Context: an optimization exercise on an open-source flow, tuned for small area, a short achievable clock period and few clock cycles. The choices shown serve that exercise and are no tape-out recipe.
In this exercise RTL edits were held to simulation tests only and were not proved equivalent to the original.
Power is estimated from default activity; no workload was simulated.

Setup of zinc:
## zeus_cpu
module zeus_cpu (
	input         clk,
	input         rst,
	input  [15:0] entrada,
	input         confirma_bt,
	output [7:0]  imem_addr,
	input  [31:0] imem_rdata,
	output [7:0]  dmem_addr,
	output [31:0] dmem_wdata,
	output        dmem_we,
	output        dmem_re,
	input  [31:0] dmem_rdata,
	output        out_valid,
	output [31:0] out_data,
	output        halted
);
Size in the first run: roughly 1100 flip-flops, roughly 170 I/O pins, roughly 58000 um2 of cells after synthesis.
==> flow/config.mk <==
export PLATFORM = sky130hd
export DESIGN_NAME = zeus_cpu
export DESIGN_NICKNAME = zeus_cpu
export VERILOG_FILES = /design/flow/design.v
export SDC_FILE = /design/flow/constraint.sdc
export NUM_CORES = 4
export LEC_CHECK = 0
export CAP_MARGIN = 20
export CORE_MARGIN = 2
export CORE_UTILIZATION = 40
export PLACE_DENSITY = 0.6
export SLEW_MARGIN = 20
export SYNTH_HIERARCHICAL = 1
export SYNTH_MINIMUM_KEEP_SIZE = 0
==> flow/constraint.sdc <==
create_clock -name core_clock -period 105.0 [get_ports {clk}]
set_input_delay 21.0000 -clock core_clock [delete_from_list [all_inputs] [get_ports {clk}]]
set_output_delay 21.0000 -clock core_clock [all_outputs]
set_load 0.01 [all_outputs]
standard.sh (not shown) runs the stock make flow with config.mk's settings and CLKGATE_MAP_FILE= SYNTH_SCRIPT=/design/flow/synth_recipe.tcl, a recipe that flattens the netlist after the stock synthesis.
==> flow/flow/run.sh <==
#!/bin/bash
# The standard layout (standard.sh), with two layout choices changed:
#  - the port buffers are plain buf_2 cells instead of delay buffers;
#  - clock tree synthesis uses sink clusters of up to 20 flip-flops and no dummy loads.
set -euo pipefail
export BUFFER_PORTS_ARGS="-buffer_cell sky130_fd_sc_hd__buf_2"
export CTS_ARGS="-sink_clustering_enable -repair_clock_nets -dont_use_dummy_load -sink_clustering_size 20 -sink_clustering_max_diameter 100"
bash standard.sh finish > standard_finish.log 2>&1
Testbench counts of zinc, summed over its fixed seeds: cycles 51,593.
[inputs] quartz vs zinc
--- a/flow/config.mk
+++ b/flow/config.mk
@@ -8,6 +8,6 @@
 export CAP_MARGIN = 20
 export CORE_MARGIN = 2
-export CORE_UTILIZATION = 40
-export PLACE_DENSITY = 0.6
+export CORE_UTILIZATION = 50
+export PLACE_DENSITY = 0.55
 export SLEW_MARGIN = 20
 export SYNTH_HIERARCHICAL = 1
Notes after the runs:
In the tables for zinc and quartz, slack of the critical path reads higher with quartz.
Compared with zinc, quartz shows a final cell count that is 382 lower.
Compared to zinc, the routing of quartz uses more wire.
Note that the post-detailed-route wirelength per cell recorded for zinc amounts to 0.924 times the value seen in quartz.
Changes observed in quartz relative to zinc: combined area of all synthesized cells shows no meaningful change, relative max-transition margin shows a reduction of 4.3 points.
diff inputs: quartz => harbor
==> flow/flow/run.sh <==
#!/bin/bash
# The standard layout (standard.sh), with these layout choices changed:
#  - the port buffers are plain buf_2 cells instead of delay buffers;
#  - clock tree synthesis uses clkbuf_8 buffers, sink clusters of up to
#    12 flip-flops and no dummy loads.
set -euo pipefail
export BUFFER_PORTS_ARGS="-buffer_cell sky130_fd_sc_hd__buf_2"
export CTS_ARGS="-sink_clustering_enable -repair_clock_nets -dont_use_dummy_load -sink_clustering_size 12 -sink_clustering_max_diameter 80 -buf_list sky130_fd_sc_hd__clkbuf_8"
bash standard.sh finish > standard_finish.log 2>&1
--- a/flow/config.mk
+++ b/flow/config.mk
@@ -8,6 +8,6 @@
 export CAP_MARGIN = 20
 export CORE_MARGIN = 2
-export CORE_UTILIZATION = 50
-export PLACE_DENSITY = 0.55
+export CORE_UTILIZATION = 40
+export PLACE_DENSITY = 0.6
 export SLEW_MARGIN = 20
 export SYNTH_HIERARCHICAL = 1
### Flow results
- Higher internal power consumption goes to quartz over harbor.
- ~same share of cell area taken by flip-flops and latches in quartz and harbor
- Re number of global-route vias before repair: harbor is 739 up on quartz.
- Run comparison: quartz topmost layer with routed signal wires met4; harbor topmost layer with routed signal wires met5
- Per the comparison of harbor with quartz, final area flat, final wirelength down about 1.7%, global-route usage down 8.8 points, total length of routed met3 wires up about 10%.
[inputs] maple vs harbor
==> flow/flow/run.sh <==
#!/bin/bash
# The standard layout (standard.sh), with two layout choices changed:
#  - the port buffers are plain buf_2 cells instead of delay buffers;
#  - clock tree synthesis uses sink clusters of up to 20 flip-flops and no dummy loads.
set -euo pipefail
export BUFFER_PORTS_ARGS="-buffer_cell sky130_fd_sc_hd__buf_2"
export CTS_ARGS="-sink_clustering_enable -repair_clock_nets -dont_use_dummy_load -sink_clustering_size 20 -sink_clustering_max_diameter 100"
bash standard.sh finish > standard_finish.log 2>&1
--- a/flow/config.mk
+++ b/flow/config.mk
@@ -9,5 +9,5 @@
 export CORE_MARGIN = 2
 export CORE_UTILIZATION = 40
-export PLACE_DENSITY = 0.6
+export PLACE_DENSITY = 0.45
 export SLEW_MARGIN = 20
 export SYNTH_HIERARCHICAL = 1
==> comparison <==
The global-route usage number comes out lower for harbor vs maple. harbor has a higher worst setup slack than maple. Compared to harbor, the router laid down more metal wire for maple.

## v13
Another version of the RTL of zeus_cpu (not shown whole).
Size: ~5,400 cells after synthesis, ~62,000 µm² of cells after synthesis.
==> flow/design.v (excerpt) <==
module zeus_cpu (
	input         clk,
	input         rst,
	input  [15:0] entrada,
	input         confirma_bt,
	output [7:0]  imem_addr,
	input  [31:0] imem_rdata,
	output [7:0]  dmem_addr,
	output [31:0] dmem_wdata,
	output        dmem_we,
	output        dmem_re,
	input  [31:0] dmem_rdata,
	output        out_valid,
	output [31:0] out_data,
	output        halted
);
Settings: LEC_CHECK=0, CAP_MARGIN=5, CORE_MARGIN=2, CORE_UTILIZATION=40, PLACE_DENSITY=0.45, SLEW_MARGIN=5; clock period 105.0 ns.
==> flow/flow/run.sh <==
#!/bin/bash
# The standard layout (standard.sh), with two layout choices changed:
#  - the port buffers are plain buf_2 cells instead of delay buffers;
#  - clock tree synthesis uses sink clusters of up to 22 flip-flops and no dummy loads.
set -euo pipefail
export BUFFER_PORTS_ARGS="-buffer_cell sky130_fd_sc_hd__buf_2"
export CTS_ARGS="-sink_clustering_enable -repair_clock_nets -dont_use_dummy_load -sink_clustering_size 22 -sink_clustering_max_diameter 100"
bash standard.sh finish > standard_finish.log 2>&1
[flow] v13 | stages: complete | final checks: fail | reason: max-capacitance violations, max-slew violations
Testbench counts of v13, summed over its fixed seeds: cycles 51,593.
Setup changes, v13 to v26
# v13
export LEC_CHECK = 0
export CAP_MARGIN = 5
export CORE_MARGIN = 2
export CORE_UTILIZATION = 40
export PLACE_DENSITY = 0.45
export SLEW_MARGIN = 5
create_clock -name core_clock -period 105.0 [get_ports {clk}]
# v26
export LEC_CHECK = 0
export CAP_MARGIN = 20
export CORE_MARGIN = 2
export CORE_UTILIZATION = 40
export PLACE_DENSITY = 0.45
export SLEW_MARGIN = 20
create_clock -name core_clock -period 105.0 [get_ports {clk}]
==> flow/flow/run.sh <==
#!/bin/bash
# The standard layout (standard.sh), with these layout choices changed:
#  - the port buffers are plain buf_2 cells instead of delay buffers;
#  - clock tree synthesis uses sink clusters of up to 20 flip-flops and no dummy loads;
#  - the pins of rst, dmem_we and out_valid are placed next to each other
#    (rst gates both outputs combinationally).
set -euo pipefail
export BUFFER_PORTS_ARGS="-buffer_cell sky130_fd_sc_hd__buf_2"
export CTS_ARGS="-sink_clustering_enable -repair_clock_nets -dont_use_dummy_load -sink_clustering_size 20 -sink_clustering_max_diameter 100"
export IO_CONSTRAINTS="$PWD/flow/io.tcl"
bash standard.sh finish > standard_finish.log 2>&1
==> flow/flow/io.tcl (new file) <==
set_io_pin_constraint -group -order -pin_names {dmem_we rst out_valid}
Notes after the runs:
Both conditions hold for v26: the flow ran to the end and the final layout passed the timing, design-rule and antenna checks. Per the comparison of v26 with v13, proportion of power drawn by the clock network has increased; worst setup slack lower; number of max-capacitance violations reported now sits lower; slew of the pin with the lowest slew margin went down; share of final layout cell area taken by clock buffers and inverters held steady.
#### Input delta (v31 over v26)
==> flow/flow/run.sh <==
#!/bin/bash
# The standard layout (standard.sh), with two layout choices changed:
#  - the port buffers are plain buf_2 cells instead of delay buffers;
#  - clock tree synthesis uses sink clusters of up to 20 flip-flops and no dummy loads.
set -euo pipefail
export BUFFER_PORTS_ARGS="-buffer_cell sky130_fd_sc_hd__buf_2"
export CTS_ARGS="-sink_clustering_enable -repair_clock_nets -dont_use_dummy_load -sink_clustering_size 20 -sink_clustering_max_diameter 100"
bash standard.sh finish > standard_finish.log 2>&1
removed: flow/flow/io.tcl
## What came out
v31 reports a higher worst setup slack after layout than v26 does. As far as share of final layout cell area taken by non-clock buffers is concerned, v26 and v31 perform about the same. Changes observed in v31 relative to v26: synthesis-to-finish area growth flat; count of filler cells inserted in the layout flat. Compare v26 and v31 | critical path data arrival time lower: v31. Between v31 and v26, the via count does not differ in any meaningful way. Going from v26 to v31, wire length of the first global-routing pass shrank slightly.

The RTL this note starts from:
==> flow/design.v <==
module Banco_Registradores (
	input         clk,
	input  [31:0] sa,       
	input  [31:0] sb,       
	input         we,
	input  [4:0]  wa,
	input  [31:0] wd,
	output [31:0] qa,
	output [31:0] qb
);
reg  [31:0] rf [0:31];
wire [10:0] ga [0:31];
wire [10:0] gb [0:31];
wire [32:0] sa1 = {1'b0, sa};
wire [32:0] sb1 = {1'b0, sb};
genvar j, g;
generate
	for (j = 0; j < 32; j = j + 1) begin : bit_
		for (g = 0; g < 11; g = g + 1) begin : grp
			wire [2:0] d = {(3*g+2 < 32) ? rf[(3*g+2)%32][j] : 1'b0, rf[3*g+1][j], rf[3*g][j]};
			Mux_32b ua (.d(d), .s(sa1[3*g+2:3*g]), .y(ga[j][g]));
			Mux_32b ub (.d(d), .s(sb1[3*g+2:3*g]), .y(gb[j][g]));
		end
		assign qa[j] = ~&ga[j];
		assign qb[j] = ~&gb[j];
	end
endgenerate
always @(posedge clk)
	if (we) rf[wa] <= wd;
endmodule
module Mux_32b (
	input  [2:0] d,
	input  [2:0] s,
	output       y
);
assign y = ~|(d & s);
endmodule
module Mux_5b (
	input  [4:0]  a,
	output [31:0] oh
);
assign oh = 32'd1 << a;
endmodule
module zeus_cpu (
	input         clk,
	input         rst,
	input  [15:0] entrada,
	input         confirma_bt,
	output [7:0]  imem_addr,
	input  [31:0] imem_rdata,
	output [7:0]  dmem_addr,
	output [31:0] dmem_wdata,
	output        dmem_we,
	output        dmem_re,
	input  [31:0] dmem_rdata,
	output        out_valid,
	output [31:0] out_data,
	output        halted
);
localparam [31:0] NOP = 32'hFC000000;
function [32:0] radd32;
	input [31:0] a, b;
	input        ci;
	integer i;
	reg c;
	begin
		c = ci;
		for (i = 0; i < 32; i = i + 1) begin
			radd32[i] = a[i] ^ b[i] ^ c;
			c = (a[i] & b[i]) | (c & (a[i] ^ b[i]));
		end
		radd32[32] = c;
	end
endfunction
function [32:0] ciadd32;
	input [31:0] a, b;
	input        ci;
	integer blk, i;
	reg c, bc, p, g;
	reg [3:0] s0;
	reg [31:0] s;
	begin
		c = ci;
		for (blk = 0; blk < 8; blk = blk + 1) begin
			g = (blk == 0) ? ci : 1'b0;
			for (i = 0; i < 4; i = i + 1) begin
				s0[i] = a[4*blk+i] ^ b[4*blk+i] ^ g;
				g = (a[4*blk+i] & b[4*blk+i]) | (g & (a[4*blk+i] ^ b[4*blk+i]));
			end
			if (blk == 0) begin
				s[3:0] = s0;
				c = g;
			end else begin
				p = 1'b1;
				for (i = 0; i < 4; i = i + 1) begin
					s[4*blk+i] = s0[i] ^ (c & p);
					p = p & s0[i];
				end
				c = g | (c & p);
			end
		end
		ciadd32 = {c, s};
	end
endfunction
function [3:0] hinib;
	input [31:0] v;
	begin
		if      (v[31:28] != 0) hinib = 4'd7;
		else if (v[27:24] != 0) hinib = 4'd6;
		else if (v[23:20] != 0) hinib = 4'd5;
		else if (v[19:16] != 0) hinib = 4'd4;
		else if (v[15:12] != 0) hinib = 4'd3;
		else if (v[11:8]  != 0) hinib = 4'd2;
		else if (v[7:4]   != 0) hinib = 4'd1;
		else if (v[3:0]   != 0) hinib = 4'd0;
		else                    hinib = 4'd8;
	end
endfunction
function [3:0] nibble;
	input [31:0] v;
	input [2:0]  i;
	begin
		case (i)
			3'd0: nibble = v[3:0];
			3'd1: nibble = v[7:4];
			3'd2: nibble = v[11:8];
			3'd3: nibble = v[15:12];
			3'd4: nibble = v[19:16];
			3'd5: nibble = v[23:20];
			3'd6: nibble = v[27:24];
			default: nibble = v[31:28];
		endcase
	end
endfunction
reg  [7:0]  pc;           
reg  [31:0] ir;           
reg         nv;           
reg         sw_r;         
reg         out_r;        
reg         halted_r;
reg         busy;
reg  [2:0]  cnt;
reg  [31:0] acc;          
reg  [31:0] qr;           
wire [5:0] op    = nv ? NOP[31:26] : ir[31:26];
wire [4:0] rs_a  = ir[25:21];
wire [4:0] rt_a  = ir[20:16];
wire [4:0] rd_a  = ir[15:11];
wire [5:0] funct = ir[5:0];
wire [15:0] imm  = ir[15:0];
wire [31:0] rs_v, rt_v;
wire op_r    = (op == 6'd0);
wire op_addi = (op == 6'd1);
wire op_beq  = (op == 6'd2) | (op == 6'd3);
wire op_lw   = (op == 6'd6);
wire op_sw   = (op == 6'd7);
wire op_j    = (op == 6'd8);
wire op_jr   = (op == 6'd10) | (op == 6'd16) | (op == 6'd17);
wire op_in   = (op == 6'd11);
wire op_out  = (op == 6'd12);
wire op_dly  = (op == 6'd13);
wire op_rec  = (op == 6'd18);
wire op_halt = (op == 6'd19);
wire f_and = op_r & (funct == 6'd2);
wire f_div = op_r & ((funct == 6'd3) | (funct == 6'd4));
wire f_mul = op_r & (funct == 6'd5);
wire f_nor = op_r & (funct == 6'd6);
wire f_xor = op_r & (funct == 6'd7);
wire f_or  = op_r & (funct == 6'd8);
wire f_slt = op_r & (funct == 6'd9);
wire f_sub = op_r & ((funct == 6'd10) | (funct == 6'd11));
wire do_sub = f_sub | f_slt | op_beq;
wire [31:0] b_op = (op_addi | op_lw | op_sw) ? {16'd0, imm} : rt_v;
wire [32:0] sum  = radd32(rs_v, b_op ^ {32{do_sub}}, do_sub);
wire sum_zero = (sum[31:0] == 32'd0);
wire [3:0] hn_s = hinib(rs_v);
wire [3:0] hn_t = hinib(rt_v);
wire [2:0] hm_s  = hn_s[3] ? 3'd0 : hn_s[2:0];
wire [2:0] hm_t  = hn_t[3] ? 3'd0 : hn_t[2:0];
wire       swap  = (hm_s < hm_t);
wire [2:0] hn_m  = swap ? hm_s : hm_t;
wire       dzero = hn_t[3];
wire [3:0] dd    = {1'b0, hn_s[2:0]} - {1'b0, hn_t[2:0]};
wire [2:0] kq    = (hn_s[3] | hn_t[3] | dd[3]) ? 3'd0 : dd[2:0];
wire [2:0] c = busy ? cnt : (f_mul ? hn_m : kq);
wire [3:0] nib_s = nibble(rs_v, c);
wire [3:0] nib_t = nibble(rt_v, c);
wire [3:0] nib_m = swap ? nib_s : nib_t;
wire [31:0] y_op = f_div ? ~rt_v : (swap ? rt_v : rs_v);
reg [31:0] r_init;
always @* begin
	case (f_div ? kq : 3'd7)
		3'd0: r_init = rs_v >> 4;
		3'd1: r_init = rs_v >> 8;
		3'd2: r_init = rs_v >> 12;
		3'd3: r_init = rs_v >> 16;
		3'd4: r_init = rs_v >> 20;
		3'd5: r_init = rs_v >> 24;
		3'd6: r_init = rs_v >> 28;
		default: r_init = 32'd0;
	endcase
end
wire [31:0] r_in = busy ? acc : r_init;
reg [31:0] rr;
reg [3:0]  qn;
reg [32:0] dx;
reg [32:0] dt;
reg        sel;
integer k;
always @* begin
	rr = r_in;
	for (k = 3; k >= 0; k = k - 1) begin
		dx = {rr, f_div & nib_s[k]};
		dt = ciadd32(dx[31:0], y_op, f_div);
		qn[k] = dx[32] | dt[32];
		sel = f_div ? qn[k] : nib_m[k];
		rr = sel ? dt[31:0] : dx[31:0];
	end
end
wire [31:0] q_next  = busy ? {qr[27:0], qn} : {28'd0, qn};
wire [31:0] div_res = dzero ? 32'hFFFFFFFF : q_next;
wire md_more = (f_mul | f_div) & (c != 3'd0);
wire stall = md_more | (op_dly & ~confirma_bt);
wire taken = (op_beq | op_j) & sum_zero;
always @(posedge clk) begin
	nv <= rst;
	if (rst)
		halted_r <= 1'b0;
	else if (!halted_r && !stall && op_halt)
		halted_r <= 1'b1;
	if (nv)
		pc <= 8'd1;          
	else if (!halted_r && !stall)
		pc <= op_jr ? rs_v[7:0] : (taken ? imm[7:0] : pc + 8'd1);
	if (!halted_r && !stall)
		ir <= op_halt ? NOP : imem_rdata;
	if (rst) begin
		sw_r  <= 1'b0;
		out_r <= 1'b0;
	end else if (!halted_r && !stall) begin
		sw_r  <= ~op_halt & (imem_rdata[31:26] == 6'd7);
		out_r <= ~op_halt & (imem_rdata[31:26] == 6'd12);
	end
	busy <= md_more & ~rst;
	cnt  <= c - 3'd1;
	acc  <= rr;
	qr   <= q_next;
end
wire [4:0] wa = op_r ? rd_a : rt_a;
wire we = ((op_r & ~md_more) | op_addi | op_lw | op_in | op_rec);
wire s_lw  = op_lw;
wire s_in  = op_in;
wire s_md  = f_mul | f_div;
wire s_sum = ~(op_lw | op_in | op_rec | f_mul | f_div | f_and | f_nor | f_xor | f_or | f_slt);
wire [31:0] md_res = f_mul ? rr : div_res;
wire [31:0] v_and = rs_v & rt_v;
wire [31:0] v_or  = rs_v | rt_v;
wire [31:0] v_xor = rs_v ^ rt_v;
wire [31:0] v_in  = {16'd0, entrada};
wire [31:0] wd;
genvar wj;
generate
	for (wj = 0; wj < 32; wj = wj + 1) begin : wd_
		wire [2:0] g;
		Mux_32b m0 (.d({md_res[wj], v_in[wj], dmem_rdata[wj]}), .s({s_md, s_in, s_lw}), .y(g[0]));
		Mux_32b m1 (.d({v_or[wj], v_and[wj], sum[wj]}), .s({f_or, f_and, s_sum}), .y(g[1]));
		Mux_32b m2 (.d({(wj == 0) ? ~sum[32] : 1'b0, ~v_or[wj], v_xor[wj]}), .s({f_slt, f_nor, f_xor}), .y(g[2]));
		assign wd[wj] = ~&g;
	end
endgenerate
wire [31:0] sel_s, sel_t;
Mux_5b dec_s (.a(rs_a), .oh(sel_s));
Mux_5b dec_t (.a(rt_a), .oh(sel_t));
Banco_Registradores banco (.clk(clk), .sa(sel_s), .sb(sel_t), .we(we), .wa(wa), .wd(wd), .qa(rs_v), .qb(rt_v));
assign imem_addr  = nv ? 8'd0 : pc;
assign dmem_addr  = sum[7:0];
assign dmem_wdata = rt_v;
assign dmem_we    = sw_r & ~rst;
assign dmem_re    = 1'b1;
assign out_valid  = out_r & ~rst;
assign out_data   = rs_v;
assign halted     = halted_r;
endmodule
export LEC_CHECK = 0
export CAP_MARGIN = 10
export CORE_MARGIN = 2
export CORE_UTILIZATION = 40
export PLACE_DENSITY = 0.45
export SLEW_MARGIN = 10
export SYNTH_HIERARCHICAL = 1
export SYNTH_MINIMUM_KEEP_SIZE = 0
create_clock -name core_clock -period 105.0 [get_ports {clk}]
==> flow/flow/run.sh <==
#!/bin/bash
# The standard layout (standard.sh), with two layout choices changed:
#  - the port buffers are plain buf_2 cells instead of delay buffers;
#  - clock tree synthesis uses sink clusters of up to 20 flip-flops and no dummy loads.
set -euo pipefail
export BUFFER_PORTS_ARGS="-buffer_cell sky130_fd_sc_hd__buf_2"
export CTS_ARGS="-sink_clustering_enable -repair_clock_nets -dont_use_dummy_load -sink_clustering_size 20 -sink_clustering_max_diameter 100"
bash standard.sh finish > standard_finish.log 2>&1
The first run finished with timing, DRC and antenna clean.
Testbench counts at the start, summed over its fixed seeds: cycles 51,593.
Edit:
- CAP_MARGIN: 10 -> 20
- SLEW_MARGIN: 10 -> 20
Outcome:
- The new run finished clean
- final area is about the same
- power hardly moves
- maximum frequency stays flat
- area after synthesis is unchanged
- sequential share of layout area stays flat
- cell count is about the same
- global-route usage barely changes

-- re-timing with driven ports --
No port has a modelled driver above. Below, the same layouts with a new extraction and two added sets of constraints.
Step 1 assumes that a clkbuf_16 drives the clock port and a buf_2 every other input.
Step 2, shift: input delay + t, output delay - t, t = (earliest + latest rising clock arrival at the registers) / 2. This alone moves slack from input paths to output paths.
a / b / c = no drivers / after step 1 / after step 2; a / b = the first two.
| run | t, ns | setup slack, ns | worst register clock-pin slew, ns | worst slew at a driven data input, ns |
|---|---|---|---|---|
| zinc | 0.702 | 62.600 / 62.576 / 62.576 | 0.10 / 0.10 | 0.09 |
| quartz | 0.720 | 62.615 / 62.596 / 62.596 | 0.10 / 0.10 | 0.05 |
| harbor | 0.852 | 62.600 / 62.576 / 62.576 | 0.10 / 0.10 | 0.10 |
| maple | 0.727 | 62.597 / 62.574 / 62.574 | 0.09 / 0.09 | 0.06 |
| v13 | 0.765 | 62.372 / 62.353 / 62.353 | 0.11 / 0.11 | 0.10 |
| v26 | 0.793 | 62.324 / 62.304 / 62.304 | 0.10 / 0.10 | 0.09 |
| v31 | 0.764 | 62.373 / 62.354 / 62.354 | 0.10 / 0.10 | 0.10 |
| the first run of note 3 | 0.748 | 62.600 / 62.580 / 62.580 | 0.09 / 0.09 | 0.04 |
| the second run of note 3 | 0.753 | 62.593 / 62.568 / 62.568 | 0.09 / 0.09 | 0.04 |
The setup slack of the second run of note 3, which loses most, moves by -0.025 ns with the drivers and by -0.025 ns with both steps.
